This is an optimization exercise on Yosys and OpenROAD, whose aim is a short achievable clock period and few clock cycles, not a production implementation.
Only simulation tests tie the RTL to the original design; equivalence was not proved.
The clock cells of run 6 come from the design's own scripts or RTL, not from TritonCTS.
The clock input has no modelled driver; a real chip could not lean on it and would need a root buffer or a full tree.
Power figures rest on the tool's default switching activity, not on a simulated workload.

File: flow/run.sh
#!/bin/bash
# synth_recipe.tcl (not shown) runs the flow's synth.tcl, then flattens the netlist and writes it again
# the make line also repeats each setting of config.mk as NAME=value (left out here)
make -C /OpenROAD-flow-scripts/flow DESIGN_CONFIG=/design/flow/config.mk WORK_HOME=/design/flow/orfs CLKGATE_MAP_FILE= SYNTH_SCRIPT=/design/flow/synth_recipe.tcl finish
File: flow/config.mk
export PLATFORM = sky130hd
export DESIGN_NAME = cpu
export DESIGN_NICKNAME = cpu
export VERILOG_FILES = /design/flow/design.v
export SDC_FILE = /design/flow/constraint.sdc
export NUM_CORES = 4
export LEC_CHECK = 0
export CAP_MARGIN = 20
export CORE_MARGIN = 2
export CORE_UTILIZATION = 40
export SETUP_SLACK_MARGIN = 5
export SLEW_MARGIN = 20
export SYNTH_HIERARCHICAL = 1
File: flow/constraint.sdc
create_clock -name core_clock -period 7.0 [get_ports {clk}]
set_input_delay 1.4000 -clock core_clock [delete_from_list [all_inputs] [get_ports {clk}]]
set_output_delay 1.4000 -clock core_clock [all_outputs]
set_load 0.01 [all_outputs]
File: flow/design.v
module cpu(clk,reset,s,load,in,out,N,V,Z,w);
  input clk, reset, s, load;
  input [15:0] in;
  output [15:0] out;
  output N, V, Z, w;
  reg [7:0] ir_a;    
  reg [7:0] ir_m;    
  reg [3:0] ir_sh;   
  reg [7:0] wsel;    
  reg [5:0] op;      
  reg       o_wc;    
  reg [7:0] imm;
  reg [127:0] R;     
  reg [15:0] A, B;   
  reg [15:0] P, G, GS;  
  reg [15:0] C;
  reg        Nr, Vr, Zr;
  reg        wr, fresh, pend;
  wire [7:0] d_a, d_m, d_wsel;
  wire [3:0] d_sh;
  wire [5:0] d_op;
  wire       d_wc;
  decode DEC(.in(in), .a(d_a), .m(d_m), .sh(d_sh),
             .wsel(d_wsel), .op(d_op), .wc(d_wc));
  always @(posedge clk)
    if (load) begin
      ir_a   <= d_a;
      ir_m   <= d_m;
      ir_sh  <= d_sh;
      wsel   <= d_wsel;
      op     <= d_op;
      o_wc   <= d_wc;
      imm    <= in[7:0];
    end
  wire [15:0] An, Bn, Pn, Gn, GSn;
  opread RD(.rn(in[10:8]), .rm(in[2:0]), .sh(in[4:3]), .load(load),
            .ir_a(ir_a), .ir_m(ir_m), .ir_sh(ir_sh), .R(R), .A(An), .B(Bn), .P(Pn), .G(Gn), .GS(GSn));
  always @(posedge clk) begin
    A  <= An;
    B  <= Bn;
    P  <= Pn;
    G  <= Gn;
    GS <= GSn;
  end
  wire [15:0] res;
  wire        n, v, z;
  alu ALU(.A(A), .B(B), .P(P), .G(G), .GS(GS), .op(op), .imm(imm), .res(res), .n(n), .v(v), .z(z));
  wire exec = (s & fresh) | pend;
  integer i;
  always @(posedge clk) begin
    for (i = 0; i < 8; i = i + 1)
      if (exec && wsel[i]) R[16*i +: 16] <= res;
    if (exec && o_wc) C <= res;
    if (exec && op[3]) begin
      Nr <= n;
      Vr <= v;
      Zr <= z;
    end
    fresh <= !exec;
    if (reset) begin
      pend <= 1'b0;
      wr   <= 1'b1;
    end else begin
      pend <= s & !fresh;
      wr   <= !(s & !fresh);
    end
  end
  assign out = C;
  assign N = Nr;
  assign V = Vr;
  assign Z = Zr;
  assign w = wr;
endmodule
module decode(in, a, m, sh, wsel, op, wc);
  input [15:0] in;
  output reg [7:0] a, m, wsel;
  output reg [3:0] sh;
  output [5:0] op;
  output wc;
  wire [4:0] opc = in[15:11];
  wire [2:0] rn = in[10:8], rd = in[7:5], rm = in[2:0];
  wire d_movi = opc == 5'b11010;
  wire d_mov  = opc == 5'b11000;
  wire d_add  = opc == 5'b10100;
  wire d_cmp  = opc == 5'b10101;
  wire d_and  = opc == 5'b10110;
  wire d_mvn  = opc == 5'b10111;
  assign wc = d_mov | d_add | d_and | d_mvn;
  assign op = {d_mvn, d_and, d_cmp, d_add, d_mov, d_movi};
  integer j;
  always @(*)
    for (j = 0; j < 8; j = j + 1) begin
      a[j]    = rn == j;
      m[j]    = rm == j;
      if (j < 4) sh[j] = in[4:3] == j;
      wsel[j] = (d_movi && rn == j) || (wc && rd == j);
    end
endmodule
module opread(rn, rm, sh, load, ir_a, ir_m, ir_sh, R, A, B, P, G, GS);
  input [2:0] rn, rm;
  input [1:0] sh;
  input load;
  input [7:0] ir_a, ir_m;
  input [3:0] ir_sh;        
  input [127:0] R;
  output [15:0] A, B;
  output [15:0] P, G, GS;   
  wire [15:0] X;            
  genvar q;
  generate
    for (q = 0; q < 4; q = q + 1) begin : NIB
      wire [7:0] sa, sm;
      wire [3:0] ss;
      seldec SD(.rn(rn), .rm(rm), .sh(sh), .load(load), .ir_a(ir_a),
                .ir_m(ir_m), .ir_sh(ir_sh), .sa(sa), .sm(sm), .ss(ss));
      rdmux #(q) MX(.sa(sa), .sm(sm), .R(R), .A(A[4*q +: 4]), .X(X[4*q +: 4]));
      shmux #(q) SM(.ss(ss), .X(X), .B(B[4*q +: 4]));
    end
  endgenerate
  pxor PX(.a(A), .b(B), .p(P));
  pand PA(.a(A), .b(B), .g(G));
  pand PS(.a(A), .b(~B), .g(GS));
endmodule
module seldec(rn, rm, sh, load, ir_a, ir_m, ir_sh, sa, sm, ss);
  input [2:0] rn, rm;
  input [1:0] sh;
  input load;
  input [7:0] ir_a, ir_m;
  input [3:0] ir_sh;
  output reg [7:0] sa, sm;
  output reg [3:0] ss;
  integer k;
  always @(*) begin
    for (k = 0; k < 8; k = k + 1) begin
      sa[k] = load ? rn == k : ir_a[k];
      sm[k] = load ? rm == k : ir_m[k];
    end
    for (k = 0; k < 4; k = k + 1)
      ss[k] = load ? sh == k : ir_sh[k];
  end
endmodule
module rdmux(sa, sm, R, A, X);
  parameter Q = 0;
  input [7:0] sa, sm;
  input [127:0] R;
  output reg [3:0] A, X;
  integer k, i;
  always @(*) begin
    A = 4'b0;
    X = 4'b0;
    for (i = 0; i < 4; i = i + 1)
      for (k = 0; k < 8; k = k + 1) begin
        A[i] = A[i] | (sa[k] & R[16*k + 4*Q + i]);
        X[i] = X[i] | (sm[k] & R[16*k + 4*Q + i]);
      end
  end
endmodule
module shmux(ss, X, B);
  parameter Q = 0;
  input [3:0] ss;    
  input [15:0] X;
  output reg [3:0] B;
  integer i, b;
  always @(*)
    for (i = 0; i < 4; i = i + 1) begin
      b = 4*Q + i;
      B[i] = (ss[0] & X[b])
           | (ss[1] & (b > 0 ? X[b > 0 ? b - 1 : 0] : 1'b0))
           | ((ss[2] | ss[3]) & (b < 15 ? X[b < 15 ? b + 1 : 15] : 1'b0))
           | (ss[3] & (b == 15 ? X[15] : 1'b0));
    end
endmodule
module pxor(a, b, p);
  input [15:0] a, b;
  output [15:0] p;
  assign p = a ^ b;
endmodule
module pand(a, b, g);
  input [15:0] a, b;
  output [15:0] g;
  assign g = a & b;
endmodule
module alu(A, B, P, G, GS, op, imm, res, n, v, z);
  input [15:0] A, B, P, G, GS;
  input [5:0] op;    
  input [7:0] imm;
  output [15:0] res;
  output n, v, z;
  wire [15:0] cy;    
  wire [15:0] cd;    
  ks_carries ADD(.p(P), .g(G), .cin(1'b0), .c(cy));
  ks_carries SUB(.p(~P), .g(GS), .cin(1'b1), .c(cd));
  wire o_movi = op[0], o_mov = op[1], o_add = op[2], o_and = op[4], o_mvn = op[5];
  wire [15:0] other = ({16{o_and}} & G)
                    | ({16{o_mov}} & B)
                    | ({16{o_mvn}} & ~B)
                    | ({16{o_movi}} & {{8{imm[7]}}, imm});
  wire [15:0] r0 = o_add ? P : other;
  wire [15:0] r1 = o_add ? ~P : other;
  assign res = (cy & r1) | (~cy & r0);
  wire d15 = ~P[15] ^ cd[15];
  assign n = d15;
  assign v = (A[15] ^ B[15]) & (d15 ^ A[15]);
  assign z = ~|P;
endmodule
module ks_carries(p, g, cin, c);
  input [15:0] p, g;
  input cin;
  output [15:0] c;
  wire [15:0] g0 = {g[15:1], g[0] | (p[0] & cin)};
  wire [15:0] g1, p1, g2, p2, g3, p3, g4, p4;
  genvar i;
  generate
    for (i = 0; i < 16; i = i + 1) begin : L1
      if (i >= 1) begin
        assign g1[i] = g0[i] | (p[i] & g0[i-1]);
        assign p1[i] = p[i] & p[i-1];
      end else begin
        assign g1[i] = g0[i];
        assign p1[i] = p[i];
      end
    end
    for (i = 0; i < 16; i = i + 1) begin : L2
      if (i >= 2) begin
        assign g2[i] = g1[i] | (p1[i] & g1[i-2]);
        assign p2[i] = p1[i] & p1[i-2];
      end else begin
        assign g2[i] = g1[i];
        assign p2[i] = p1[i];
      end
    end
    for (i = 0; i < 16; i = i + 1) begin : L3
      if (i >= 4) begin
        assign g3[i] = g2[i] | (p2[i] & g2[i-4]);
        assign p3[i] = p2[i] & p2[i-4];
      end else begin
        assign g3[i] = g2[i];
        assign p3[i] = p2[i];
      end
    end
    for (i = 0; i < 16; i = i + 1) begin : L4
      if (i >= 8) begin
        assign g4[i] = g3[i] | (p3[i] & g3[i-8]);
        assign p4[i] = p3[i] & p3[i-8];
      end else begin
        assign g4[i] = g3[i];
        assign p4[i] = p3[i];
      end
    end
  endgenerate
  assign c = {g4[14:0], cin};
endmodule
==> metrics.md, run 1 <==
| Metric | Value |
|---|---|
| Run status | `no timing/DRC/antenna violations` |
| Die height | `178 um` |
| Fill cells | `between 2k and 2.5k` |
| Slew margin rel. | `between 50% and 60%` |
| Largest net degree at the start of global routing | `50` |
| 1st-iter DRT viols | `1144` |
| FF-to-FF End | `C[15]$_DFFE_PP_` |
| WL per Instance | `24.5 um` |
| Total track usage | `24.2%` |
| GR Overflow Total | `0` |
| Chip width | `178 um` |
| R2R Path Start | `P[2]$_DFF_P_` |
| CP max FO | `6` |
| DP HPWL | `23.6 mm` |
| Slew Limit Fails | `0` |
| Number of global-route vias before repair | `9145` |
| First-pass iteration count of the detailed router | `6` |
| Drt via density | `6.06` |
| Share of post-route cells with drive strength above 1 | `36.6%` |
| Worst skew pair latency | `550 ps` |
| Min Clock Period, post-route | `~2600 ps` |
| Power Dens Cells | `311 nW/um^2` |
| Routed Antenna Nets | `0` |
| Mapped Area | `12100 um^2` |
| Clock buffer depth | `3` |
| FF-to-FF setup slack | `4800 ps` |
| Fin crit share | `36.6%` |
| IO Port Bufs | `39` |
| Overall power | `5200 uW` |
| Number of vias in the routed layout | `9519` |
| Critical path origin | `load` |
| Crit path kind | `input pin to register` |
| # rows | `63` |
| Hold WC Path Type | `register to register` |
| Placed cells | `1431` |
| Max-cap violation count | `0` |
| VDD IR-drop max | `around 200 uV` |
| Post-cts hold buffer count | `0` |
| RSZ-0062 raised after global routing | `true` |
| Synth Area per Inst | `approximately 12 um^2` |
| Antenna violations before repair | `0` |
| Final Setup Violations | `0` |
| P_leak | `0.00619 uW` |
| Req. time, crit path | `7420 ps` |
| Clock slew at reported path FFs | `70 ps` |
| Total CTS buffers | `27` |
| Gpl congestion | `0.901` |
| Worst-margin pin slew | `651 ps` |
| Nets | `1182` |
| Post-route insts no fill | `1572` |
| Top Ports | `40` |
| Endpoints failing hold | `0` |
| Worst clock skew | `18.2 ps` |
| CP startpoint kind | `input pin` |
| Clk sinks | `between 200 and 300` |
| DRC viols | `0` |
| First-pass GRT wire length | `57.1 mm` |
| Htree depth | `1` |
| CP Capture Point | `P[9]$_DFF_P_` |
| Die Area | `between 30000 and 40000 um^2` |
| Fmax | `390 MHz` |
| Area Growth Syn to Fin | `38.4%` |
| R2r worst-path depth | `8` |
| Total negative slack | `0 ps` |
| Synth Instances | `1023` |
| Worst setup EP type | `register` |
| Root buf cell | `clkbuf_16` |
| Core ar. | `about 30000 um^2` |
| Worst EP arrival | `2990 ps` |
| YS warnings | `17` |
| Starting Density | `approximately two fifths` |
| Core Util, Final | `approximately 56%` |
| Ant. Diodes | `0` |
| CTS tree | `yes` |
| Post-Route WL | `38.5 mm` |
-- placed cells by master (no fill, tap or decap), types with 18 or more instances in the layout --
| cell type | n |
|---|---|
| a22oi_1 | 102 |
| buf_16 | 18 |
| nand2_2 | 20 |
| a22oi_2 | 40 |
| dfxtp_1 | 58 |
| buf_2 | 22 |
| and2_1 | 26 |
| edfxtp_1 | 190 |
| o22ai_2 | 21 |
| nand4_1 | 34 |
| nand2_1 | 28 |
| clkbuf_16 | 33 |
| o32ai_4 | 18 |
| buf_4 | 45 |
| nand2b_4 | 20 |
| buf_12 | 29 |
| inv_1 | 102 |
-- per-layer routing --
layer	GRT usage [%]	up-vias	routed length [um]	share of wire, %
met5	0	-	0	0
met4	7.92	0	1280	3.3
met3	4.54	88	3180	8.3
met2	37.4	478	17600	46
met1	34.2	4710	16500	43
li1	-	4243	-	-
-- power breakdown --
part / switching, uW / internal [uW] / leakage, uW
Clock: 606 / 886 / 0.000471
Combinational: 784 / 673 / 0.00341
Sequential: 230 / 2020 / 0.00231
-- cell type report --
type / count / area, um^2 / area share, %
clock buffer: 41 / 898 / 5.37
clock inverter: 8 / 47.5 / 0.284
timing repair buffer: 138 / 1910 / 11.4
inverter: 109 / 413 / 2.47
sequential: 257 / 7070 / 42.3
multi-input combinational: 629 / 5890 / 35.2
tap: 390 / 488 / 2.92
-- worst min path at each step --
stage	end	slack [ps]	cells after the start	start
2_1_floorplan	wr$_SDFF_PP1_	490	2	fresh$_DFF_P_
3_3_place_gp	wr$_SDFF_PP1_	500	2	fresh$_DFF_P_
3_5_place_dp	wr$_SDFF_PP1_	500	2	fresh$_DFF_P_
4_1_cts	wr$_SDFF_PP1_	510	2	fresh$_DFF_P_
5_1_grt	wr$_SDFF_PP1_	540	2	fresh$_DFF_P_
6_report	wr$_SDFF_PP1_	510	2	fresh$_DFF_P_
-- sequential cells by signal, summed over array words and instances, names as in the netlist, 4 cells and up --
register  count
ir_sh         4
P            16
wsel          8
op            6
GS           15
ir_a          8
imm           8
R           128
B            16
G            16
ir_m          8
C            16
-- metrics by stage --
stage | setup WS (ps) | hold slack [ps] | cell area [um^2]
2_1_floorplan | 4420 | 489 | 12700
3_3_place_gp | 2810 | 505 | 13300
3_5_place_dp | 2730 | 505 | 13300
4_1_cts | 4510 | 506 | 16200
5_1_grt | 4430 | 544 | 16700
6_report | 4440 | 514 | 16700
-- worst max-delay path, stage by stage --
cell,delay (ps)
buf_16,130
buf_8,140
nand2b_4,80
buf_6,100
o22ai_4,80
a22oi_2,170
nand4_1,300
a22oi_1,280
nand2_2,130
xor2_1,150
-- repair_timing --
item	4_1_cts	5_1_grt
buffers inserted	53	21
gates cloned	17	1
endpoints found under the setup margin	447	237
pin swaps	95	63
gates resized for setup	381	83
Testbench counts, summed over its fixed seeds: cycles 24,128.
==> run 2: changes to the inputs <==
--- a/flow/design.v
+++ b/flow/design.v
@@ -12,7 +12,6 @@
   reg [7:0] imm;
   reg [127:0] R;     
   reg [15:0] A, B;   
-  reg [15:0] P, G, GS;  
   reg [15:0] C;
   reg        Nr, Vr, Zr;
   reg        wr, fresh, pend;
@@ -32,19 +31,16 @@
       o_wc   <= d_wc;
       imm    <= in[7:0];
     end
-  wire [15:0] An, Bn, Pn, Gn, GSn;
+  wire [15:0] An, Bn;
   opread RD(.rn(in[10:8]), .rm(in[2:0]), .sh(in[4:3]), .load(load),
-            .ir_a(ir_a), .ir_m(ir_m), .ir_sh(ir_sh), .R(R), .A(An), .B(Bn), .P(Pn), .G(Gn), .GS(GSn));
+            .ir_a(ir_a), .ir_m(ir_m), .ir_sh(ir_sh), .R(R), .A(An), .B(Bn));
   always @(posedge clk) begin
-    A  <= An;
-    B  <= Bn;
-    P  <= Pn;
-    G  <= Gn;
-    GS <= GSn;
+    A <= An;
+    B <= Bn;
   end
   wire [15:0] res;
   wire        n, v, z;
-  alu ALU(.A(A), .B(B), .P(P), .G(G), .GS(GS), .op(op), .imm(imm), .res(res), .n(n), .v(v), .z(z));
+  alu ALU(.A(A), .B(B), .op(op), .imm(imm), .res(res), .n(n), .v(v), .z(z));
   wire exec = (s & fresh) | pend;
   integer i;
   always @(posedge clk) begin
@@ -96,7 +92,7 @@
       wsel[j] = (d_movi && rn == j) || (wc && rd == j);
     end
 endmodule
-module opread(rn, rm, sh, load, ir_a, ir_m, ir_sh, R, A, B, P, G, GS);
+module opread(rn, rm, sh, load, ir_a, ir_m, ir_sh, R, A, B);
   input [2:0] rn, rm;
   input [1:0] sh;
   input load;
@@ -104,7 +100,6 @@
   input [3:0] ir_sh;        
   input [127:0] R;
   output [15:0] A, B;
-  output [15:0] P, G, GS;   
   wire [15:0] X;            
   genvar q;
   generate
@@ -117,9 +112,6 @@
       shmux #(q) SM(.ss(ss), .X(X), .B(B[4*q +: 4]));
     end
   endgenerate
-  pxor PX(.a(A), .b(B), .p(P));
-  pand PA(.a(A), .b(B), .g(G));
-  pand PS(.a(A), .b(~B), .g(GS));
 endmodule
 module seldec(rn, rm, sh, load, ir_a, ir_m, ir_sh, sa, sm, ss);
   input [2:0] rn, rm;
@@ -180,12 +172,16 @@
   output [15:0] g;
   assign g = a & b;
 endmodule
-module alu(A, B, P, G, GS, op, imm, res, n, v, z);
-  input [15:0] A, B, P, G, GS;
+module alu(A, B, op, imm, res, n, v, z);
+  input [15:0] A, B;
   input [5:0] op;    
   input [7:0] imm;
   output [15:0] res;
   output n, v, z;
+  wire [15:0] P, G, GS;     
+  pxor PX(.a(A), .b(B), .p(P));
+  pand PA(.a(A), .b(B), .g(G));
+  pand PS(.a(A), .b(~B), .g(GS));
   wire [15:0] cy;    
   wire [15:0] cd;    
   ks_carries ADD(.p(P), .g(G), .cin(1'b0), .c(cy));
==> run 2 against run 1 <==
Against the previous run:
- combinational power grew 32%
- worst hold slack gained 17 ps
- maximum frequency grew 3.9%
- global-route usage grew 2.0 points
- sequential share of layout area shrank 4.5 points
- wire length grew 8.1%
- clock power shrank 15%
- register-to-register slack lost 260 ps
- area after synthesis shrank 5.1%
- cell count shrank 1.1%
==> metrics.md, run 2 <==
| Metric | Value |
|---|---|
| Run status | `no timing/DRC/antenna violations` |
| Area Growth Syn to Fin | `48.7%` |
| Power Dens Cells | `around 300 nW/um^2` |
| Htree depth | `1` |
| Largest Register | `R` |
| # rows | `61` |
| Die height | `173 um` |
| Slew Limit Fails | `0` |
| Final Setup Violations | `0` |
| DP HPWL | `23.3 mm` |
| Fmax | `406 MHz` |
| WL per Instance | `26.8 um` |
| Worst Path Buf+Inv | `1` |
| Ant. Diodes | `0` |
| Endpoints failing hold | `0` |
| YS warnings | `17` |
| Worst-margin pin slew | `744 ps` |
| Core ar. | `28000 um^2` |
| Fill cells | `2057` |
| Antenna violations before repair | `1` |
| Top Ports | `40` |
| Fin crit share | `35.2%` |
| Number of global-route vias before repair | `between 9k and 10k` |
| Slowest stage delay, CP | `420 ps` |
| CP max FO | `5` |
| Post-Route WL | `41.6 mm` |
| Post-cts hold buffer count | `0` |
| Worst setup EP type | `register` |
| Clk sinks | `~230` |
| Synth Area per Inst | `around 12 um^2` |
| Gpl congestion | `0.943` |
| Max-cap violation count | `0` |
| P_leak | `~0.0062 uW` |
| Root buf cell | `clkbuf_16` |
| VDD IR-drop max | `207 uV` |
| Commonest non-fill, non-tap cell in the layout | `edfxtp_1` |
| Total track usage | `a little over a quarter` |
| Crit path kind | `register to register` |
| DRC viols | `0` |
| Nets | `1179` |
| Cell family with most CP delay | `compound AO/OA/AOI/OAI gates` |
| Die Area | `30000 um^2` |
| Register area | `approximately 6500 um^2` |
| Share of post-route cells with drive strength above 1 | `44.5%` |
| Design area | `17000 um^2` |
| IO Port Bufs | `39` |
| CP startpoint kind | `register` |
| Critical path's slowest cell | `o41a_1` |
| CTS tree | `yes` |
| Clock buffer depth | `3` |
| Worst clock skew | `roughly 10 ps` |
| Slew margin rel. | `between 50% and 60%` |
| R2r worst-path depth | `9` |
| Placed cells | `1387` |
| Worst path cell trace | `xor2_4 -> a21o_1 -> a21oi_2 -> nand2_2 -> a41o_1 -> o41a_1 -> xnor2_2 -> a21oi_4 -> buf_12` |
| Most frequent cells in the layout | `edfxtp_1 (190), inv_1 (106), a22oi_1 (83)` |
| Total CTS buffers | `24` |
| Starting Density | `between 40% and 50%` |
| Hold path depth | `2` |
| Total negative slack | `0 ps` |
| Worst skew pair latency | `530 ps` |
| 1st-iter DRT viols | `~1.3k` |
| Clock slew at reported path FFs | `60 ps` |
| GR Overflow Total | `0` |
| Mapped Area | `11500 um^2` |
| Min Clock Period, post-route | `2460 ps` |
| Drt via density | `6.35` |
| Hold WC Path Type | `register to register` |
| First-pass iteration count of the detailed router | `5` |
| First-pass GRT wire length | `59.4 mm` |
| Multi-input gate area | `6630 um^2` |
| Worst EP arrival | `2740 ps` |
| Post-route insts no fill | `1555` |
| Largest net degree at the start of global routing | `57` |
| Instance count on the critical path | `9` |
| Area after DPL | `about 13000 um^2` |
| Req. time, crit path | `7280 ps` |
| Synth Instances | `between 900 and 1k` |
| RSZ-0062 raised after global routing | `true` |
| Core Util, Final | `60.9%` |
| Routed Antenna Nets | `0` |
| Chip width | `173 um` |
| Number of vias in the routed layout | `9868` |
| Max reg flops | `between 100 and 150` |
-- run 2: cell type report --
class | instances | share of cell area [%]
Multi-Input combinational cell | 630 | 38.9
Tap cell | 378 | 2.77
Inverter | 110 | 2.44
Sequential cell | 225 | 37.9
Clock inverter | 17 | 0.822
Clock buffer | 27 | 3.71
Timing Repair Buffer | 168 | 13.5
-- run 2: final timing paths --
check	endpoint	from	slack [ps]
min	wr$_SDFF_PP1_	fresh$_DFF_P_	530
max	R[61]$_DFFE_PP_	B[2]$_DFF_P_	4540
min reg2reg	wr$_SDFF_PP1_	fresh$_DFF_P_	530
max reg2reg	R[61]$_DFFE_PP_	B[2]$_DFF_P_	4540
-- run 2: metal layers --
metal	part of all wire [%]	wire, um	global-route usage, %
met1	41	17100	35.5
met2	45	18600	40.0
met3	9.1	3780	5.64
met4	5.2	2160	12.5
met5	0	0	0
-- run 2: worst reg2reg max path, cell delays in order (launching register included) --
cell and delay, ps:
dfxtp_4 380, xor2_4 200, a21o_1 180, a21oi_2 180, nand2_2 130, a41o_1 230
o41a_1 420, xnor2_2 190, a21oi_4 120, buf_12 180
-- run 2: through the flow --
stage | total power, uW | worst slack [ps] | hold WS (ps)
3_3_place_gp | 3000 | 3060 | 511
4_1_cts | 4860 | 4550 | 532
6_report | 5140 | 4540 | 531
2_1_floorplan | 2620 | 4630 | 468
5_1_grt | 5300 | 4470 | 566
3_5_place_dp | 3000 | 3050 | 521
-- run 2: timing repair --
item                                   4_1_cts  5_1_grt
pin swaps                                  128      101
endpoints found under the hold margin        0        0
setup buffers                               78       20
gates resized for setup                    480      100
gates cloned                                24        2
setup endpoints to repair                  394      215
-- run 2: power by group --
group | leakage (uW) | switching, uW | internal, uW
sequential | 0.00204 | 194 | 1770
combinational | 0.00380 | 1000 | 913
clock | 0.000376 | 535 | 724
Testbench counts of run 2, summed over its fixed seeds: cycles 24,128.
==> run 3: changes to the inputs <==
--- a/flow/design.v
+++ b/flow/design.v
@@ -204,45 +204,44 @@
   input cin;
   output [15:0] c;
   wire [15:0] g0 = {g[15:1], g[0] | (p[0] & cin)};
-  wire [15:0] g1, p1, g2, p2, g3, p3, g4, p4;
+  wire [15:0] g1n, p1n, g2, p2, g3n, p3n, g4, p4;
+  ks_level_n #(1) L1(.g(g0), .p(p), .gn(g1n), .pn(p1n));
+  ks_level_p #(2) L2(.gn(g1n), .pn(p1n), .g(g2), .p(p2));
+  ks_level_n #(4) L3(.g(g2), .p(p2), .gn(g3n), .pn(p3n));
+  ks_level_p #(8) L4(.gn(g3n), .pn(p3n), .g(g4), .p(p4));
+  assign c = {g4[14:0], cin};
+endmodule
+module ks_level_n(g, p, gn, pn);
+  parameter D = 1;
+  input [15:0] g, p;
+  output [15:0] gn, pn;
   genvar i;
   generate
-    for (i = 0; i < 16; i = i + 1) begin : L1
-      if (i >= 1) begin
-        assign g1[i] = g0[i] | (p[i] & g0[i-1]);
-        assign p1[i] = p[i] & p[i-1];
+    for (i = 0; i < 16; i = i + 1) begin : B
+      if (i >= D) begin
+        assign gn[i] = ~(g[i] | (p[i] & g[i-D]));
+        assign pn[i] = ~(p[i] & p[i-D]);
       end else begin
-        assign g1[i] = g0[i];
-        assign p1[i] = p[i];
+        assign gn[i] = ~g[i];
+        assign pn[i] = ~p[i];
       end
     end
-    for (i = 0; i < 16; i = i + 1) begin : L2
-      if (i >= 2) begin
-        assign g2[i] = g1[i] | (p1[i] & g1[i-2]);
-        assign p2[i] = p1[i] & p1[i-2];
+  endgenerate
+endmodule
+module ks_level_p(gn, pn, g, p);
+  parameter D = 2;
+  input [15:0] gn, pn;
+  output [15:0] g, p;
+  genvar i;
+  generate
+    for (i = 0; i < 16; i = i + 1) begin : B
+      if (i >= D) begin
+        assign g[i] = ~(gn[i] & (pn[i] | gn[i-D]));
+        assign p[i] = ~(pn[i] | pn[i-D]);
       end else begin
-        assign g2[i] = g1[i];
-        assign p2[i] = p1[i];
+        assign g[i] = ~gn[i];
+        assign p[i] = ~pn[i];
       end
     end
-    for (i = 0; i < 16; i = i + 1) begin : L3
-      if (i >= 4) begin
-        assign g3[i] = g2[i] | (p2[i] & g2[i-4]);
-        assign p3[i] = p2[i] & p2[i-4];
-      end else begin
-        assign g3[i] = g2[i];
-        assign p3[i] = p2[i];
-      end
-    end
-    for (i = 0; i < 16; i = i + 1) begin : L4
-      if (i >= 8) begin
-        assign g4[i] = g3[i] | (p3[i] & g3[i-8]);
-        assign p4[i] = p3[i] & p3[i-8];
-      end else begin
-        assign g4[i] = g3[i];
-        assign p4[i] = p3[i];
-      end
-    end
   endgenerate
-  assign c = {g4[14:0], cin};
-endmodule
+endmodule
==> run 3 against run 2 <==
Against the previous run:
- combinational power is 4% lower
- sequential share of layout area is 0.60 points lower
- global-route usage is 0.36 points lower
- die area is 0.42% higher
- clock power is 18% higher
- largest power group unchanged
- still clean
- setup slack better by 22 ps
==> metrics.md, run 3 <==
| Metric | Value |
|---|---|
| Synth Area per Inst | `11.1 um^2` |
| Clock slew at reported path FFs | `70 ps` |
| Root buf cell | `clkbuf_16` |
| Fin crit share | `34.9%` |
| Chip width | `about 170 um` |
| P_leak | `about 0.0062 uW` |
| YS warnings | `17` |
| Core ar. | `28500 um^2` |
| Cell family with most CP delay | `flip-flops` |
| Ant. Diodes | `0` |
| Antenna violations before repair | `0` |
| R2R Path Start | `A[8]$_DFF_P_` |
| Worst-margin pin slew | `831 ps` |
| Number of global-route vias before repair | `9422` |
| Area Growth Syn to Fin | `51.2%` |
| RSZ-0062 raised after global routing | `true` |
| # rows | `62` |
| Synth Instances | `1041` |
| Gpl congestion | `0.954` |
| Worst path cell trace | `buf_2` |
| First-pass iteration count of the detailed router | `5` |
| Max-cap violation count | `0` |
| GR Overflow Total | `0` |
| Number of vias in the routed layout | `9936` |
| Commonest non-fill, non-tap cell in the layout | `edfxtp_1` |
| Largest Register | `R` |
| Endpoints failing hold | `0` |
| Worst clock skew | `25.0 ps` |
| Total track usage | `25.8%` |
| Most frequent cells in the layout | `edfxtp_1 (190), inv_1 (121), a22oi_2 (73)` |
| Total CTS buffers | `25` |
| Slew margin rel. | `between 40% and 50%` |
| Power Dens Cells | `slightly above 300 nW/um^2` |
| Run status | `no timing/DRC/antenna violations` |
| Fmax | `410 MHz` |
| Htree depth | `1` |
| Req. time, crit path | `5600 ps` |
| Critical path origin | `C[8]$_DFFE_PP_` |
| Final Setup Violations | `0` |
| Worst setup EP type | `primary output` |
| Slowest stage delay, CP | `approximately 360 ps` |
| Instance count on the critical path | `1` |
| Worst skew pair latency | `roughly 540 ps` |
| Max reg flops | `128` |
| Total negative slack | `0 ps` |
| CP max FO | `1` |
| Clk sinks | `225` |
| Clock buffer depth | `3` |
| IO Port Bufs | `39` |
| 1st-iter DRT viols | `1330` |
| Post-Route WL | `42.5 mm` |
| Drt via density | `6.20` |
| Die Area | `just over 30000 um^2` |
| FF-to-FF End | `R[123]$_DFFE_PP_` |
| Post-cts hold buffer count | `0` |
| VDD IR-drop max | `185 uV` |
| CP startpoint kind | `register` |
| Largest net degree at the start of global routing | `52` |
| First-pass GRT wire length | `roughly 59 mm` |
| Area after DPL | `12600 um^2` |
| CTS tree | `yes` |
| Mapped Area | `11500 um^2` |
| WL per Instance | `26.6 um` |
| CP Capture Point | `out[8]` |
| FF-to-FF setup slack | `4990 ps` |
| Hold WC Path Type | `register to register` |
| Design area | `around 17000 um^2` |
| Routed Antenna Nets | `0` |
| Worst Path Buf+Inv | `1` |
| Crit path kind | `register to primary output` |
| Worst EP arrival | `1040 ps` |
| DRC viols | `0` |
| Top Ports | `40` |
| Core Util, Final | `61.0%` |
| R2r worst-path depth | `9` |
| Starting Density | `approximately two fifths` |
| Die height | `174 um` |
| Slew Limit Fails | `0` |
| DP HPWL | `roughly 25 mm` |
| Critical path's slowest cell | `edfxtp_1` |
| Nets | `1221` |
| Share of post-route cells with drive strength above 1 | `a little under half` |
| Min Clock Period, post-route | `2440 ps` |
-- run 3: power breakdown --
part           leakage (uW)  internal [uW]  switching [uW]
clock network      0.000445            946             543
registers           0.00204           1780             205
logic               0.00370            790            1040
total               0.00618           3510            1790
-- run 3: cell type report --
cell class / count / area [um^2]
fill: 2116 / 11100
multi-input combinational: 665 / 6920
sequential: 225 / 6490
timing repair buffer: 159 / 2140
clock buffer: 28 / 637
tap: 384 / 480
inverter: 125 / 469
clock inverter: 16 / 282
-- run 3: worst min-delay path by stage --
| stage | from | end | slack [ps] | depth (start not counted) |
|---|---|---|---|---|
| 3_3_place_gp | R[121]$_DFFE_PP_ | A[9]$_DFF_P_ | 500 | 2 |
| 2_1_floorplan | R[48]$_DFFE_PP_ | A[0]$_DFF_P_ | 470 | 2 |
| 6_report | R[91]$_DFFE_PP_ | A[11]$_DFF_P_ | 530 | 2 |
| 5_1_grt | R[48]$_DFFE_PP_ | A[0]$_DFF_P_ | 550 | 2 |
| 3_5_place_dp | R[121]$_DFFE_PP_ | A[9]$_DFF_P_ | 510 | 2 |
| 4_1_cts | fresh$_DFF_P_ | wr$_SDFF_PP1_ | 520 | 2 |
-- run 3: through the flow --
stage | hold slack (ps) | total power (uW) | setup WS (ps) | cells
after floorplan | 468 | 2600 | 4630 | 1042
after global placement | 503 | 2990 | 3160 | 1443
after detailed placement | 510 | 2990 | 3190 | 1443
after CTS | 522 | 4830 | 4540 | 1568
after global routing | 548 | 5490 | 4520 | 1602
final | 527 | 5300 | 4560 | 1602
-- run 3: layer usage --
metal | global-route usage (%) | routed length [um] | vias to the layer above | part of all wire, %
li1 | - | - | 4306 | -
met1 | 36.4 | 16800 | 4904 | 39
met2 | 39.6 | 19300 | 571 | 45
met3 | 3.49 | 4190 | 155 | 9.8
met4 | 11.9 | 2300 | 0 | 5.4
met5 | 0 | 0 | - | 0
-- run 3: worst register-to-register path: cells and delay by family (launching register included) --
| kind | cells | cell delay [ps] |
|---|---|---|
| flops | 1 | 410 |
| xor+xnor | 2 | 360 |
| buf+inv | 2 | 340 |
| simple gates | 3 | 330 |
| compound gates | 2 | 310 |
-- run 3: what timing repair did --
item | 4_1_cts | 5_1_grt
buffers inserted | 65 | 27
cloned | 16 | 7
resized for setup | 419 | 236
pin swaps | 82 | 114
endpoints found under the setup margin | 420 | 218
Testbench counts of run 3, summed over its fixed seeds: cycles 24,128.
==> run 4: changes to the inputs <==
--- a/flow/design.v
+++ b/flow/design.v
@@ -100,36 +100,56 @@
   input [3:0] ir_sh;        
   input [127:0] R;
   output [15:0] A, B;
+  wire [7:0] dan, dmn;      
+  wire [3:0] dsn;
+  wire [7:0] fl;            
+  invs #(8) IV(.a({sh, rm, rn}), .y(fl));
+  decn DN(.t({sh, rm, rn}), .f(fl), .an(dan), .mn(dmn), .sn(dsn));
+  wire [7:0] iran = ~ir_a, irmn = ~ir_m;
+  wire [3:0] irsn = ~ir_sh;
+  wire loadn = ~load;
   wire [15:0] X;            
   genvar q;
   generate
     for (q = 0; q < 4; q = q + 1) begin : NIB
       wire [7:0] sa, sm;
       wire [3:0] ss;
-      seldec SD(.rn(rn), .rm(rm), .sh(sh), .load(load), .ir_a(ir_a),
-                .ir_m(ir_m), .ir_sh(ir_sh), .sa(sa), .sm(sm), .ss(ss));
+      selmx SD(.load(load), .loadn(loadn), .dan(dan), .dmn(dmn), .dsn(dsn),
+               .iran(iran), .irmn(irmn), .irsn(irsn), .sa(sa), .sm(sm), .ss(ss));
       rdmux #(q) MX(.sa(sa), .sm(sm), .R(R), .A(A[4*q +: 4]), .X(X[4*q +: 4]));
       shmux #(q) SM(.ss(ss), .X(X), .B(B[4*q +: 4]));
     end
   endgenerate
 endmodule
-module seldec(rn, rm, sh, load, ir_a, ir_m, ir_sh, sa, sm, ss);
-  input [2:0] rn, rm;
-  input [1:0] sh;
-  input load;
-  input [7:0] ir_a, ir_m;
-  input [3:0] ir_sh;
-  output reg [7:0] sa, sm;
-  output reg [3:0] ss;
+module invs(a, y);
+  parameter W = 1;
+  input [W-1:0] a;
+  output [W-1:0] y;
+  assign y = ~a;
+endmodule
+module decn(t, f, an, mn, sn);
+  input [7:0] t, f;
+  output reg [7:0] an, mn;
+  output reg [3:0] sn;
   integer k;
   always @(*) begin
     for (k = 0; k < 8; k = k + 1) begin
-      sa[k] = load ? rn == k : ir_a[k];
-      sm[k] = load ? rm == k : ir_m[k];
+      an[k] = ~((k & 1 ? t[0] : f[0]) & (k & 2 ? t[1] : f[1]) & (k & 4 ? t[2] : f[2]));
+      mn[k] = ~((k & 1 ? t[3] : f[3]) & (k & 2 ? t[4] : f[4]) & (k & 4 ? t[5] : f[5]));
     end
     for (k = 0; k < 4; k = k + 1)
-      ss[k] = load ? sh == k : ir_sh[k];
-  end
+      sn[k] = ~((k & 1 ? t[6] : f[6]) & (k & 2 ? t[7] : f[7]));
+  end
+endmodule
+module selmx(load, loadn, dan, dmn, dsn, iran, irmn, irsn, sa, sm, ss);
+  input load, loadn;
+  input [7:0] dan, dmn, iran, irmn;
+  input [3:0] dsn, irsn;
+  output [7:0] sa, sm;
+  output [3:0] ss;
+  assign sa = ~(({8{load}} & dan) | ({8{loadn}} & iran));
+  assign sm = ~(({8{load}} & dmn) | ({8{loadn}} & irmn));
+  assign ss = ~(({4{load}} & dsn) | ({4{loadn}} & irsn));
 endmodule
 module rdmux(sa, sm, R, A, X);
   parameter Q = 0;
==> run 4 against run 3 <==
Against the previous run:
- non-clock buffer count increased by 1
- global-route usage decreased by 0.22 points
- sequential share of layout area increased by 2.9 points
- largest cell class is now registers
- largest power group unchanged
- still clean on timing, DRC and antenna
- highest routed layer unchanged
- cell count decreased by 8.6%
- synthesized cell count decreased by 9.1%
==> metrics.md, run 4 <==
| Metric | Value |
|---|---|
| Run status | `no timing/DRC/antenna violations` |
| Gpl congestion | `around 0.94` |
| Total CTS buffers | `25` |
| YS warnings | `17` |
| Fmax | `around 390 MHz` |
| Clock buffer depth | `3` |
| GRT busiest layer | `met2` |
| DRC viols | `0` |
| Met3 Usage GRT | `4.09%` |
| Number of vias in the routed layout | `9406` |
| Commonest non-fill, non-tap cell in the layout | `edfxtp_1` |
| # rows | `60` |
| Core ar. | `27000 um^2` |
| Crit path kind | `input pin to register` |
| Clock slew at reported path FFs | `70 ps` |
| Htree depth | `1` |
| Met1 usage | `between 30% and 40%` |
| Nets | `between 1k and 1.5k` |
| Routed Antenna Nets | `0` |
| Die Area | `29000 um^2` |
| WL per Instance | `27.2 um` |
| RSZ-0062 raised after global routing | `true` |
| Min Clock Period, post-route | `around 2500 ps` |
| P_leak | `between 0.005 and 0.006 uW` |
| Chip width | `roughly 170 um` |
| Total track usage | `25.6%` |
| Req. time, crit path | `about 7400 ps` |
| Core Util, Final | `59.6%` |
| Drt via density | `6.42` |
| Mapped Area | `11000 um^2` |
| Worst EP arrival | `between 2000 and 3000 ps` |
| Post-cts hold buffer count | `0` |
| Power Dens Cells | `264 nW/um^2` |
| DP HPWL | `~24 mm` |
| First-pass iteration count of the detailed router | `6` |
| IO Port Bufs | `39` |
| Starting Density | `40.9%` |
| Largest Register | `R` |
| Root buf cell | `clkbuf_16` |
| Total negative slack | `0 ps` |
| Multi-input gate area | `5990 um^2` |
| CP startpoint kind | `input pin` |
| Register area | `approximately 6500 um^2` |
| Final Setup Violations | `0` |
| Area Growth Syn to Fin | `45.7%` |
| Largest net degree at the start of global routing | `33` |
| Worst clock skew | `32.0 ps` |
| Fin crit share | `around 36%` |
| Endpoints failing hold | `0` |
| Synth Instances | `946` |
| Post-Route WL | `39.8 mm` |
| Overall power | `between 4000 and 5000 uW` |
| 1st-iter DRT viols | `1245` |
| VDD IR-drop max | `197 uV` |
| Worst skew pair latency | `540 ps` |
| Most frequent cells in the layout | `edfxtp_1 (190), a22oi_2 (118), a22oi_1 (104)` |
| Max reg flops | `128` |
| Fill cells | `2007` |
| Max-cap violation count | `0` |
| Die height | `170 um` |
| Worst-margin pin slew | `a little over 800 ps` |
| Worst setup EP type | `register` |
| Share of post-route cells with drive strength above 1 | `47.4%` |
| Hold WC Path Type | `register to register` |
| Antenna violations before repair | `1` |
| Synth Area per Inst | `11.7 um^2` |
| First-pass GRT wire length | `55.6 mm` |
| Top Ports | `40` |
| GR Overflow Total | `0` |
| CP max FO | `4` |
| Clk sinks | `225` |
| GR Util met2 | `39.5%` |
| Slew margin rel. | `45.4%` |
| Slew Limit Fails | `0` |
| Number of global-route vias before repair | `around 8.9k` |
| CTS tree | `yes` |
-- run 4: final timing paths --
path	from	endpoint	slack (ps)	cells after the start
worst max register to register	B[2]$_DFF_P_	R[9]$_DFFE_PP_	4890	8
worst max-delay path	in[1]	B[3]$_DFF_P_	4470	9
worst min register to register	fresh$_DFF_P_	wr$_SDFF_PP1_	520	2
worst min-delay path	fresh$_DFF_P_	wr$_SDFF_PP1_	520	2
-- run 4: area by class of cell --
type	count	share of cell area (%)
sequential	225	40.2
multi-input combinational	611	37.2
tap	341	2.65
clock inverter	18	1.17
timing repair buffer	160	12.7
timing repair inverter	3	0.140
antenna	1	0.0155
inverter	78	1.99
clock buffer	27	3.93
-- run 4: layer usage --
layer	wire, um	vias to the layer above
li1	-	4049
met1	16500	4688
met2	18200	547
met3	3270	122
met4	1820	0
met5	0	-
-- run 4: repair_timing --
| item | 4_1_cts | 5_1_grt |
|---|---|---|
| resized for setup | 381 | 176 |
| endpoints found under the setup margin | 379 | 296 |
| gates cloned | 14 | 4 |
| setup buffers | 68 | 36 |
| pin swaps | 135 | 122 |
-- run 4: power by group --
group          internal [uW]  total, uW  switching, uW  leakage [uW]
registers               1650       1750            101       0.00199
logic                    507       1180            675       0.00316
clock network            770       1320            546      0.000394
total                   2920       4250           1320       0.00554
-- run 4: worst max-delay path: stages --
cell        delay, ps
buf_12             90
clkinvlp_4        190
nand3_4           220
buf_6             120
a22oi_2           100
a22oi_1           210
nand4_1           270
a22oi_1           270
nand2_1            90
-- run 4: metrics by stage --
step | std cells | setup slack, ps | hold WS [ps] | cell area (um^2)
2_1_floorplan | 947 | 4570 | 468 | 11500
3_3_place_gp | 1296 | 2680 | 513 | 12000
3_5_place_dp | 1296 | 2580 | 519 | 12000
4_1_cts | 1423 | 4530 | 527 | 14900
5_1_grt | 1463 | 4490 | 558 | 16100
6_report | 1464 | 4470 | 520 | 16100
Testbench counts of run 4, summed over its fixed seeds: cycles 24,128.
==> run 5: changes to the inputs <==
--- a/flow/design.v
+++ b/flow/design.v
@@ -11,7 +11,7 @@
   reg       o_wc;    
   reg [7:0] imm;
   reg [127:0] R;     
-  reg [15:0] A, B;   
+  reg [15:0] Ax, Bx, Ay, By;
   reg [15:0] C;
   reg        Nr, Vr, Zr;
   reg        wr, fresh, pend;
@@ -31,16 +31,19 @@
       o_wc   <= d_wc;
       imm    <= in[7:0];
     end
-  wire [15:0] An, Bn;
+  wire [15:0] Axn, Bxn, Ayn, Byn;
   opread RD(.rn(in[10:8]), .rm(in[2:0]), .sh(in[4:3]), .load(load),
-            .ir_a(ir_a), .ir_m(ir_m), .ir_sh(ir_sh), .R(R), .A(An), .B(Bn));
+            .ir_a(ir_a), .ir_m(ir_m), .ir_sh(ir_sh), .R(R),
+            .Ax(Axn), .Bx(Bxn), .Ay(Ayn), .By(Byn));
   always @(posedge clk) begin
-    A <= An;
-    B <= Bn;
+    Ax <= Axn;
+    Bx <= Bxn;
+    Ay <= Ayn;
+    By <= Byn;
   end
   wire [15:0] res;
   wire        n, v, z;
-  alu ALU(.A(A), .B(B), .op(op), .imm(imm), .res(res), .n(n), .v(v), .z(z));
+  alu ALU(.Ax(Ax), .Bx(Bx), .Ay(Ay), .By(By), .op(op), .imm(imm), .res(res), .n(n), .v(v), .z(z));
   wire exec = (s & fresh) | pend;
   integer i;
   always @(posedge clk) begin
@@ -92,32 +95,31 @@
       wsel[j] = (d_movi && rn == j) || (wc && rd == j);
     end
 endmodule
-module opread(rn, rm, sh, load, ir_a, ir_m, ir_sh, R, A, B);
+module opread(rn, rm, sh, load, ir_a, ir_m, ir_sh, R, Ax, Bx, Ay, By);
   input [2:0] rn, rm;
   input [1:0] sh;
   input load;
   input [7:0] ir_a, ir_m;
   input [3:0] ir_sh;        
   input [127:0] R;
-  output [15:0] A, B;
-  wire [7:0] dan, dmn;      
-  wire [3:0] dsn;
+  output [15:0] Ax, Bx, Ay, By;
+  wire [7:0] sax, smx;      
+  wire [3:0] ssx;
   wire [7:0] fl;            
   invs #(8) IV(.a({sh, rm, rn}), .y(fl));
-  decn DN(.t({sh, rm, rn}), .f(fl), .an(dan), .mn(dmn), .sn(dsn));
-  wire [7:0] iran = ~ir_a, irmn = ~ir_m;
-  wire [3:0] irsn = ~ir_sh;
-  wire loadn = ~load;
-  wire [15:0] X;            
+  decl DL(.load(load), .t({sh, rm, rn}), .f(fl), .a(sax), .m(smx), .s(ssx));
+  wire [7:0] say, smy;      
+  wire [3:0] ssy;           
+  irsel IS(.load(load), .ir_a(ir_a), .ir_m(ir_m), .ir_sh(ir_sh), .a(say),
+           .m(smy), .s(ssy));
+  wire [15:0] Xx, Xy;       
   genvar q;
   generate
     for (q = 0; q < 4; q = q + 1) begin : NIB
-      wire [7:0] sa, sm;
-      wire [3:0] ss;
-      selmx SD(.load(load), .loadn(loadn), .dan(dan), .dmn(dmn), .dsn(dsn),
-               .iran(iran), .irmn(irmn), .irsn(irsn), .sa(sa), .sm(sm), .ss(ss));
-      rdmux #(q) MX(.sa(sa), .sm(sm), .R(R), .A(A[4*q +: 4]), .X(X[4*q +: 4]));
-      shmux #(q) SM(.ss(ss), .X(X), .B(B[4*q +: 4]));
+      rdmux #(q) MXX(.sa(sax), .sm(smx), .R(R), .A(Ax[4*q +: 4]), .X(Xx[4*q +: 4]));
+      shmux #(q) SMX(.ss(ssx), .X(Xx), .B(Bx[4*q +: 4]));
+      rdmux #(q) MXY(.sa(say), .sm(smy), .R(R), .A(Ay[4*q +: 4]), .X(Xy[4*q +: 4]));
+      shmux #(q) SMY(.ss(ssy), .X(Xy), .B(By[4*q +: 4]));
     end
   endgenerate
 endmodule
@@ -127,29 +129,30 @@
   output [W-1:0] y;
   assign y = ~a;
 endmodule
-module decn(t, f, an, mn, sn);
+module decl(load, t, f, a, m, s);
+  input load;
   input [7:0] t, f;
-  output reg [7:0] an, mn;
-  output reg [3:0] sn;
+  output reg [7:0] a, m;
+  output reg [3:0] s;
   integer k;
   always @(*) begin
     for (k = 0; k < 8; k = k + 1) begin
-      an[k] = ~((k & 1 ? t[0] : f[0]) & (k & 2 ? t[1] : f[1]) & (k & 4 ? t[2] : f[2]));
-      mn[k] = ~((k & 1 ? t[3] : f[3]) & (k & 2 ? t[4] : f[4]) & (k & 4 ? t[5] : f[5]));
+      a[k] = load & (k & 1 ? t[0] : f[0]) & (k & 2 ? t[1] : f[1]) & (k & 4 ? t[2] : f[2]);
+      m[k] = load & (k & 1 ? t[3] : f[3]) & (k & 2 ? t[4] : f[4]) & (k & 4 ? t[5] : f[5]);
     end
     for (k = 0; k < 4; k = k + 1)
-      sn[k] = ~((k & 1 ? t[6] : f[6]) & (k & 2 ? t[7] : f[7]));
-  end
-endmodule
-module selmx(load, loadn, dan, dmn, dsn, iran, irmn, irsn, sa, sm, ss);
-  input load, loadn;
-  input [7:0] dan, dmn, iran, irmn;
-  input [3:0] dsn, irsn;
-  output [7:0] sa, sm;
-  output [3:0] ss;
-  assign sa = ~(({8{load}} & dan) | ({8{loadn}} & iran));
-  assign sm = ~(({8{load}} & dmn) | ({8{loadn}} & irmn));
-  assign ss = ~(({4{load}} & dsn) | ({4{loadn}} & irsn));
+      s[k] = (k & 1 ? t[6] : f[6]) & (k & 2 ? t[7] : f[7]);
+  end
+endmodule
+module irsel(load, ir_a, ir_m, ir_sh, a, m, s);
+  input load;
+  input [7:0] ir_a, ir_m;
+  input [3:0] ir_sh;
+  output [7:0] a, m;
+  output [3:0] s;
+  assign a = {8{~load}} & ir_a;
+  assign m = {8{~load}} & ir_m;
+  assign s = ir_sh;
 endmodule
 module rdmux(sa, sm, R, A, X);
   parameter Q = 0;
@@ -182,26 +185,38 @@
            | (ss[3] & (b == 15 ? X[15] : 1'b0));
     end
 endmodule
-module pxor(a, b, p);
+module pxor(ax, ay, bx, by, p);
+  input [15:0] ax, ay, bx, by;
+  output [15:0] p;
+  assign p = (ax | ay) ^ (bx | by);
+endmodule
+module pand(ax, ay, bx, by, g);
+  input [15:0] ax, ay, bx, by;
+  output [15:0] g;
+  assign g = (ax | ay) & (bx | by);
+endmodule
+module pandn(ax, ay, bx, by, g);
+  input [15:0] ax, ay, bx, by;
+  output [15:0] g;
+  assign g = (ax | ay) & ~(bx | by);
+endmodule
+module por2(a, b, y);
   input [15:0] a, b;
-  output [15:0] p;
-  assign p = a ^ b;
-endmodule
-module pand(a, b, g);
-  input [15:0] a, b;
-  output [15:0] g;
-  assign g = a & b;
-endmodule
-module alu(A, B, op, imm, res, n, v, z);
-  input [15:0] A, B;
+  output [15:0] y;
+  assign y = a | b;
+endmodule
+module alu(Ax, Bx, Ay, By, op, imm, res, n, v, z);
+  input [15:0] Ax, Bx, Ay, By;
   input [5:0] op;    
   input [7:0] imm;
   output [15:0] res;
   output n, v, z;
-  wire [15:0] P, G, GS;     
-  pxor PX(.a(A), .b(B), .p(P));
-  pand PA(.a(A), .b(B), .g(G));
-  pand PS(.a(A), .b(~B), .g(GS));
+  wire [15:0] A, B, P, G, GS;     
+  por2 OA(.a(Ax), .b(Ay), .y(A));
+  por2 OB(.a(Bx), .b(By), .y(B));
+  pxor PX(.ax(Ax), .ay(Ay), .bx(Bx), .by(By), .p(P));
+  pand PA(.ax(Ax), .ay(Ay), .bx(Bx), .by(By), .g(G));
+  pandn PS(.ax(Ax), .ay(Ay), .bx(Bx), .by(By), .g(GS));
   wire [15:0] cy;    
   wire [15:0] cd;    
   ks_carries ADD(.p(P), .g(G), .cin(1'b0), .c(cy));
==> run 5 against run 4 <==
Against the previous run:
- still clean on timing, DRC and antenna
- clock-buffer cell count up 4
- maximum frequency up 2.7%
- critical path depth down 8
- flip-flop and latch count up 32
- sequential power up 25%
- first-iteration DRC count up 67%
- via count up 32%
- worst hold slack worse by 57 ps
- setup slack better by 65 ps
- cell count up 21%
- largest cell class is now multi-input combinational cells
==> metrics.md, run 5 <==
| Metric | Value |
|---|---|
| FF-to-FF setup slack | `4720 ps` |
| Clk sinks | `257` |
| Total CTS buffers | `27` |
| Most frequent cells in the layout | `edfxtp_1 (190), a22oi_2 (144), a22oi_1 (140)` |
| Endpoints failing hold | `0` |
| 1st-iter DRT viols | `2074` |
| Die Area | `33600 um^2` |
| Starting Density | `40.7%` |
| Power Dens Cells | `between 200 and 300 nW/um^2` |
| Area Growth Syn to Fin | `46.7%` |
| Slew Limit Fails | `0` |
| Number of vias in the routed layout | `between 10k and 15k` |
| Instance count on the critical path | `1` |
| Critical path's slowest cell | `edfxtp_1` |
| Hold path start | `pend$_SDFF_PP0_` |
| Largest net degree at the start of global routing | `41` |
| R2R Path Start | `Bx[4]$_DFF_P_` |
| Hold WC Path Type | `register to register` |
| R2r worst-path depth | `12` |
| Chip width | `183 um` |
| Root buf cell | `clkbuf_16` |
| Slowest stage delay, CP | `370 ps` |
| Fmax | `between 400 and 500 MHz` |
| CP max FO | `1` |
| CP startpoint kind | `register` |
| Gpl congestion | `0.952` |
| Max reg flops | `around 130` |
| Run status | `no timing/DRC/antenna violations` |
| Nets | `~1.4k` |
| FF-to-FF End | `C[9]$_DFFE_PP_` |
| Worst skew pair latency | `approximately 550 ps` |
| # rows | `65` |
| Number of global-route vias before repair | `11.5k` |
| Post-Route WL | `53.6 mm` |
| Htree depth | `1` |
| Die height | `183 um` |
| Worst EP arrival | `between 1000 and 1500 ps` |
| Req. time, crit path | `5600 ps` |
| Synth Instances | `1138` |
| CTS tree | `yes` |
| Drt via density | `about 7.0` |
| Synth Area per Inst | `11.3 um^2` |
| Total track usage | `29.4%` |
| Fin crit share | `35.3%` |
| Core Util, Final | `59.7%` |
| Total negative slack | `0 ps` |
| IO Port Bufs | `39` |
| First-pass GRT wire length | `about 73 mm` |
| Worst Path Buf+Inv | `1` |
| Clock slew at reported path FFs | `60 ps` |
| Mapped Area | `12900 um^2` |
| Max-cap violation count | `0` |
| Slew margin rel. | `between 50 and 60%` |
| Worst setup EP type | `primary output` |
| Core ar. | `roughly 32000 um^2` |
| YS warnings | `17` |
| GR Overflow Total | `0` |
| Worst path cell trace | `buf_2` |
| WL per Instance | `30.2 um` |
| First-pass iteration count of the detailed router | `8` |
| Share of post-route cells with drive strength above 1 | `50.3%` |
| Final Setup Violations | `0` |
| Clock buffer depth | `3` |
| Ant. Diodes | `0` |
| VDD IR-drop max | `213 uV` |
| Worst-margin pin slew | `740 ps` |
| Min Clock Period, post-route | `about 2500 ps` |
| DP HPWL | `28.8 mm` |
| Commonest non-fill, non-tap cell in the layout | `edfxtp_1` |
| Top Ports | `40` |
| P_leak | `0.00634 uW` |
| RSZ-0062 raised after global routing | `true` |
| CP Capture Point | `out[9]` |
| Antenna violations before repair | `2` |
| Crit path kind | `register to primary output` |
| Critical path origin | `C[9]$_DFFE_PP_` |
| DRC viols | `0` |
| Cell family with most CP delay | `flip-flops` |
| Overall power | `approximately 5500 uW` |
| Worst clock skew | `24.2 ps` |
| Routed Antenna Nets | `0` |
| Largest Register | `R` |
==> run 5: cell count changes in the layout (fill, tap and decap cells not counted), sizes merged, moves of 32 or more <==
cell / delta
inv: -38
dfxtp: +32
buf: +35
a22oi: +62
nand4: +32
nor2: +47
==> run 5: worst register-to-register path: stages (launching register included) <==
cell and delay [ps]:
dfxtp_4 380, nor2_4 150, xor2_4 250, buf_12 160, nand2_8 70, o21ai_4 140
buf_6 110, buf_6 80, a21oi_2 40, o21ai_2 110, xnor2_2 120, a21oi_4 320
clkbuf_16 210
==> run 5: how the worst min path moves through the flow <==
stage,depth (start not counted),to,slack (ps)
2_1_floorplan,2,wr$_SDFF_PP1_,490
3_5_place_dp,2,wr$_SDFF_PP1_,510
5_1_grt,1,fresh$_DFF_P_,480
3_3_place_gp,2,wr$_SDFF_PP1_,510
6_report,1,fresh$_DFF_P_,460
4_1_cts,1,fresh$_DFF_P_,460
==> run 5: final cells by class <==
type	instances	area (um^2)
multi-input cells	835	7800
repair buffers	193	2410
well taps	402	503
flip-flops and latches	257	7120
clock inverters	16	175
clock buffers	31	691
inverters	41	180
fillers	2288	12800
==> run 5: repair_timing <==
action | 4_1_cts | 5_1_grt
cloned | 21 | 8
buffers inserted | 99 | 42
endpoints found under the setup margin | 407 | 364
pin swaps | 156 | 155
hold buffers | 0 | 0
resized for setup | 498 | 195
==> run 5: report_power, final <==
group	switching (uW)	leakage, uW	total, uW	internal (uW)
Clock	604	0.000423	1420	820
Sequential	248	0.00230	2190	1940
Combinational	1050	0.00362	1920	864
Total	1900	0.00634	5530	3620
==> run 5: stage by stage <==
step                      instance area (um^2)  cells  hold WS [ps]  setup slack [ps]
after floorplan                          13100   1139           489              4640
after global placement                   13800   1558           506              3450
after detailed placement                 13800   1558           514              3420
after CTS                                17500   1725           463              4520
after global routing                     18900   1775           476              4500
final                                    18900   1775           463              4530
==> run 5: per-layer routing <==
metal / vias up / wire [um] / track usage, %
met3: 313 / 6610 / 7.78
met1: 5988 / 19900 / 38.2
met5: - / 15 / 0
li1: 5083 / - / -
met2: 984 / 23100 / 44.6
met4: 2 / 3960 / 16.7
Testbench counts of run 5, summed over its fixed seeds: cycles 24,128.
==> run 6: changes to the inputs <==
==> flow/flow/run.sh (new file) <==
#!/bin/bash
# The standard layout, except for the clock tree: standard.sh runs
# synthesis, floorplan and placement; flow/cts.tcl then builds a two-level
# tree of clkbuf_16 buffers (the clock port drives a few top buffers, each of
# which drives leaf buffers placed among the registers) and repairs timing as
# ORFS's cts step does; standard.sh then routes and finishes the layout.
# Each step's output goes to a log of its own in this folder.
set -euo pipefail
here=$(pwd)
bash standard.sh synth floorplan place > 1_3_synth_floorplan_place.log 2>&1
bash standard.sh run RUN_SCRIPT="$here/flow/cts.tcl" RUN_LOG_NAME_STEM=4_1_cts > 4_cts.log 2>&1
bash standard.sh finish > 5_6_route_finish.log 2>&1
==> flow/flow/cts.tcl (new file) <==
# Clock tree of two levels: the clock port drives NTOP clkbuf_16 buffers, each
# of which drives some of NLEAF clkbuf_16 buffers, each of which drives the
# clock pins of the registers nearest to it.
utl::set_metrics_stage "cts__{}"
source $::env(SCRIPTS_DIR)/load.tcl
erase_non_stage_variables cts
load_design 3_place.odb 3_place.sdc

set nleaf 12
set ntop 3
set db [ord::get_db]
set block [ord::get_db_block]
set clk [$block findNet clk]
$clk setSigType CLOCK
set master [$db findMaster sky130_fd_sc_hd__clkbuf_16]

# k-means of points {obj x y} into k groups: returns {assign cx cy}
proc kmeans {pts k} {
  set sorted [lsort -integer -index 1 $pts]
  set n [llength $sorted]
  set cx {}; set cy {}
  for {set j 0} {$j < $k} {incr j} {
    set p [lindex $sorted [expr {int(($j + 0.5) * $n / $k)}]]
    lappend cx [lindex $p 1]; lappend cy [lindex $p 2]
  }
  for {set iter 0} {$iter < 100} {incr iter} {
    set sx [lrepeat $k 0.0]; set sy [lrepeat $k 0.0]; set sn [lrepeat $k 0]
    set assign {}
    foreach p $pts {
      set best 0; set bd 1e30
      for {set j 0} {$j < $k} {incr j} {
        set d [expr {abs([lindex $p 1] - [lindex $cx $j]) + abs([lindex $p 2] - [lindex $cy $j])}]
        if {$d < $bd} { set bd $d; set best $j }
      }
      lappend assign $best
      lset sx $best [expr {[lindex $sx $best] + [lindex $p 1]}]
      lset sy $best [expr {[lindex $sy $best] + [lindex $p 2]}]
      lset sn $best [expr {[lindex $sn $best] + 1}]
    }
    for {set j 0} {$j < $k} {incr j} {
      if {[lindex $sn $j] > 0} {
        lset cx $j [expr {int([lindex $sx $j] / [lindex $sn $j])}]
        lset cy $j [expr {int([lindex $sy $j] / [lindex $sn $j])}]
      }
    }
  }
  return [list $assign $cx $cy]
}

# buffer named NAME at x y driving a new net NAME_net; returns {inst net}
proc add_buf {block master name x y} {
  set inst [odb::dbInst_create $block $master $name]
  $inst setLocation $x $y
  $inst setPlacementStatus PLACED
  set net [odb::dbNet_create $block "${name}_net"]
  $net setSigType CLOCK
  [$inst findITerm X] connect $net
  return [list $inst $net]
}

set pts {}
foreach it [$clk getITerms] {
  set bb [[$it getInst] getBBox]
  lappend pts [list $it [expr {([$bb xMin] + [$bb xMax]) / 2}] [expr {([$bb yMin] + [$bb yMax]) / 2}]]
}
puts "mycts: [llength $pts] sinks, $nleaf leaf and $ntop top buffers"

lassign [kmeans $pts $nleaf] lassign_ lcx lcy
set leaves {}
set lpts {}
for {set j 0} {$j < $nleaf} {incr j} {
  set b [add_buf $block $master "clkbuf_leaf_my_$j" [lindex $lcx $j] [lindex $lcy $j]]
  lappend leaves $b
  lappend lpts [list [lindex $b 0] [lindex $lcx $j] [lindex $lcy $j]]
}
set i 0
foreach p $pts {
  set it [lindex $p 0]
  $it disconnect
  $it connect [lindex [lindex $leaves [lindex $lassign_ $i]] 1]
  incr i
}
lassign [kmeans $lpts $ntop] tassign tcx tcy
set tops {}
for {set j 0} {$j < $ntop} {incr j} {
  set b [add_buf $block $master "clkbuf_top_my_$j" [lindex $tcx $j] [lindex $tcy $j]]
  [[lindex $b 0] findITerm A] connect $clk
  lappend tops $b
}
for {set j 0} {$j < $nleaf} {incr j} {
  set leaf [lindex [lindex $leaves $j] 0]
  [$leaf findITerm A] connect [lindex [lindex $tops [lindex $tassign $j]] 1]
}
foreach b [concat $tops $leaves] {
  puts "mycts: [[lindex $b 0] getName] drives [llength [[lindex $b 1] getITerms]] pins"
}

set_propagated_clock [all_clocks]
set_dont_use $::env(DONT_USE_CELLS)
set_placement_padding -global \
  -left $::env(CELL_PAD_IN_SITES_DETAIL_PLACEMENT) \
  -right $::env(CELL_PAD_IN_SITES_DETAIL_PLACEMENT)
detailed_placement
estimate_parasitics -placement
report_clock_skew
repair_timing_helper
detailed_placement
check_placement -verbose
report_metrics 4 "cts final"
orfs_write_db $::env(RESULTS_DIR)/4_1_cts.odb
orfs_write_sdc $::env(RESULTS_DIR)/4_cts.sdc
==> flow/standard.sh (new file) <==
#!/bin/bash
# synth_recipe.tcl (not shown) runs the flow's synth.tcl, then flattens the netlist and writes it again
# the make line also repeats each setting of config.mk as NAME=value (left out here)
make -C /OpenROAD-flow-scripts/flow DESIGN_CONFIG=/design/flow/config.mk WORK_HOME=/design/flow/orfs CLKGATE_MAP_FILE= SYNTH_SCRIPT=/design/flow/synth_recipe.tcl "${@:-finish}"
removed: flow/run.sh
==> run 6 against run 5 <==
Against the previous run:
- total power decreased by 12%
- first-iteration DRC count decreased by 11%
- global-route usage increased by 1.4 points
- wire length increased by 0.43%
- worst hold slack improved by 7.1 ps
- synthesized cell count unchanged
- utilization decreased by 0.80 points
- sequential share of layout area increased by 0.44 points
- setup slack improved by 33 ps
==> metrics.md, run 6 <==
| Metric | Value |
|---|---|
| Synth Instances | `between 1k and 1.5k` |
| Total track usage | `a little under a third` |
| Sw frac | `35.2%` |
| Critical path origin | `in[2]` |
| Comb pwr share | `between 30% and 40%` |
| Hold WC Path Type | `register to register` |
| Post-Route WL | `53.8 mm` |
| Worst setup EP type | `register` |
| R2R Path Start | `Bx[2]$_DFF_P_` |
| Switch Pwr | `1720 uW` |
| First-pass iteration count of the detailed router | `7` |
| Run status | `no timing/DRC/antenna violations` |
| GR Overflow Total | `0` |
| Placed cells | `1558` |
| Max-cap violation count | `0` |
| R2r worst-path depth | `11` |
| Nets | `1384` |
| Worst clock skew | `66.5 ps` |
| Starting Density | `40.7%` |
| Largest Register | `R` |
| Internal power | `3150 uW` |
| Final hold slack | `471 ps` |
| FF-to-FF End | `R[122]$_DFFE_PP_` |
| Antenna violations before repair | `2` |
| Clock slew at reported path FFs | `90 ps` |
| Total negative slack | `0 ps` |
| Top Ports | `40` |
| Die Area | `33600 um^2` |
| WL per Instance | `30.5 um` |
| Max reg flops | `128` |
| Critical path's slowest cell | `a22oi_2` |
| Crit-path most repeated cell | `a22oi_2` |
| Ant. Diodes | `0` |
| Largest net degree at the start of global routing | `38` |
| # rows | `65` |
| Mapped Area | `between 10000 and 15000 um^2` |
| Slowest stage delay, CP | `240 ps` |
| Req. time, crit path | `between 7000 and 8000 ps` |
| First-pass GRT wire length | `76.8 mm` |
| Crit path kind | `input pin to register` |
| Post-route insts no fill | `approximately 1.8k` |
| Reg power frac | `approximately 45%` |
| Area after DPL | `13800 um^2` |
| Clk pwr share | `between 15 and 20%` |
| DRC viols | `0` |
| Hold path start | `pend$_SDFF_PP0_` |
| P_leak | `0.00623 uW` |
| Endpoints failing hold | `0` |
| Register area | `7100 um^2` |
| Number of vias in the routed layout | `12.3k` |
| FF-to-FF setup slack | `4710 ps` |
| CP max FO | `8` |
| Worst EP arrival | `2650 ps` |
| Worst skew pair latency | `350 ps` |
| Min Clock Period, post-route | `2440 ps` |
| Final Setup Violations | `0` |
| Fmax | `411 MHz` |
| Number of global-route vias before repair | `11.7k` |
| Drt via density | `~7.0` |
| VDD IR-drop max | `140 uV` |
| Die height | `183 um` |
| Worst-margin pin slew | `741 ps` |
| RSZ-0062 raised after global routing | `true` |
| 1st-iter DRT viols | `1854` |
| Fin crit share | `34.8%` |
| Most frequent cells in the layout | `edfxtp_1 (190), a22oi_2 (160), a22oi_1 (124)` |
| YS warnings | `17` |
| Share of post-route cells with drive strength above 1 | `49.9%` |
| Slew Limit Fails | `0` |
| Chip width | `about 180 um` |
| Power Dens Cells | `261 nW/um^2` |
| Core ar. | `31600 um^2` |
| Hold path depth | `1` |
| Synth Area per Inst | `11.3 um^2` |
| Design area | `~19000 um^2` |
| Worst path cell trace | `buf_12 -> inv_6 -> and4_4 -> buf_8 -> a22oi_2 -> nand4_1 -> a22oi_2 -> nand2_1` |
| IO Port Bufs | `39` |
| DP HPWL | `28.8 mm` |
| Area Growth Syn to Fin | `44.8%` |
| CP startpoint kind | `input pin` |
| Gpl congestion | `0.952` |
| WHS Endpoint | `fresh$_DFF_P_` |
| Multi-input gate area | `between 7000 and 8000 um^2` |
| Slew margin rel. | `50.6%` |
| Fill cells | `about 2.3k` |
| Commonest non-fill, non-tap cell in the layout | `edfxtp_1` |
| Routed Antenna Nets | `0` |
==> run 6: timing repair <==
action | CTS | global route
buffers inserted | 133 | 31
hold endpoints to repair | 0 | 0
setup endpoints to repair | 461 | 383
pin swaps | 200 | 103
resized for setup | 607 | 90
hold buffers | 0 | 0
cloned | 26 | 1
==> run 6: stage by stage <==
step / utilization (%) / total power, uW / worst slack, ps
after global placement: 43.7 / 3130 / 3450
after floorplan: - / 2740 / 4640
final: 58.9 / 4870 / 4560
after detailed placement: 43.7 / 3140 / 3420
after global routing: 58.9 / 5020 / 4520
==> run 6: worst max-delay path by stage <==
stage                     end  slack (ps)  depth (start not counted)
2_1_floorplan  Bx[10]$_DFF_P_        4640                          6
3_3_place_gp   Bx[12]$_DFF_P_        3450                          7
3_5_place_dp   Bx[12]$_DFF_P_        3420                          7
4_1_cts         Bx[8]$_DFF_P_        4640                          8
5_1_grt        Bx[13]$_DFF_P_        4520                          7
6_report       Bx[11]$_DFF_P_        4560                          8
==> run 6: metal layers <==
metal  vias to the layer above  GRT usage (%)  routed length (um)
met4                         2           15.8                4240
li1                       5062              -                   -
met3                       319           9.25                6820
met5                         -              0                  12
met2                       975           47.1               22900
met1                      5935           39.7               19900
==> run 6: layout make-up <==
class                      instances  area share, %
buffer                            15           2.02
timing repair buffer             217           14.6
inverter                          41          0.947
sequential                       257           38.1
tap                              402           2.70
multi-input combinational        832           41.6
==> run 6: critical path, delay by kind of cell <==
| family | cells | cell delay [ps] |
|---|---|---|
| AO/OA/AOI/OAI | 2 | 400 |
| buffers and inverters | 3 | 300 |
| AND/OR/NAND/NOR | 3 | 540 |
==> run 6: power by group through the flow <==
stage               clock network [uW]  logic [uW]  registers (uW)
global placement                     0         975            2160
CTS                                844        1590            2160
detailed placement                   0         981            2160
finish                             840        1850            2180
global route                       897        1920            2200
floorplan                            0         659            2090
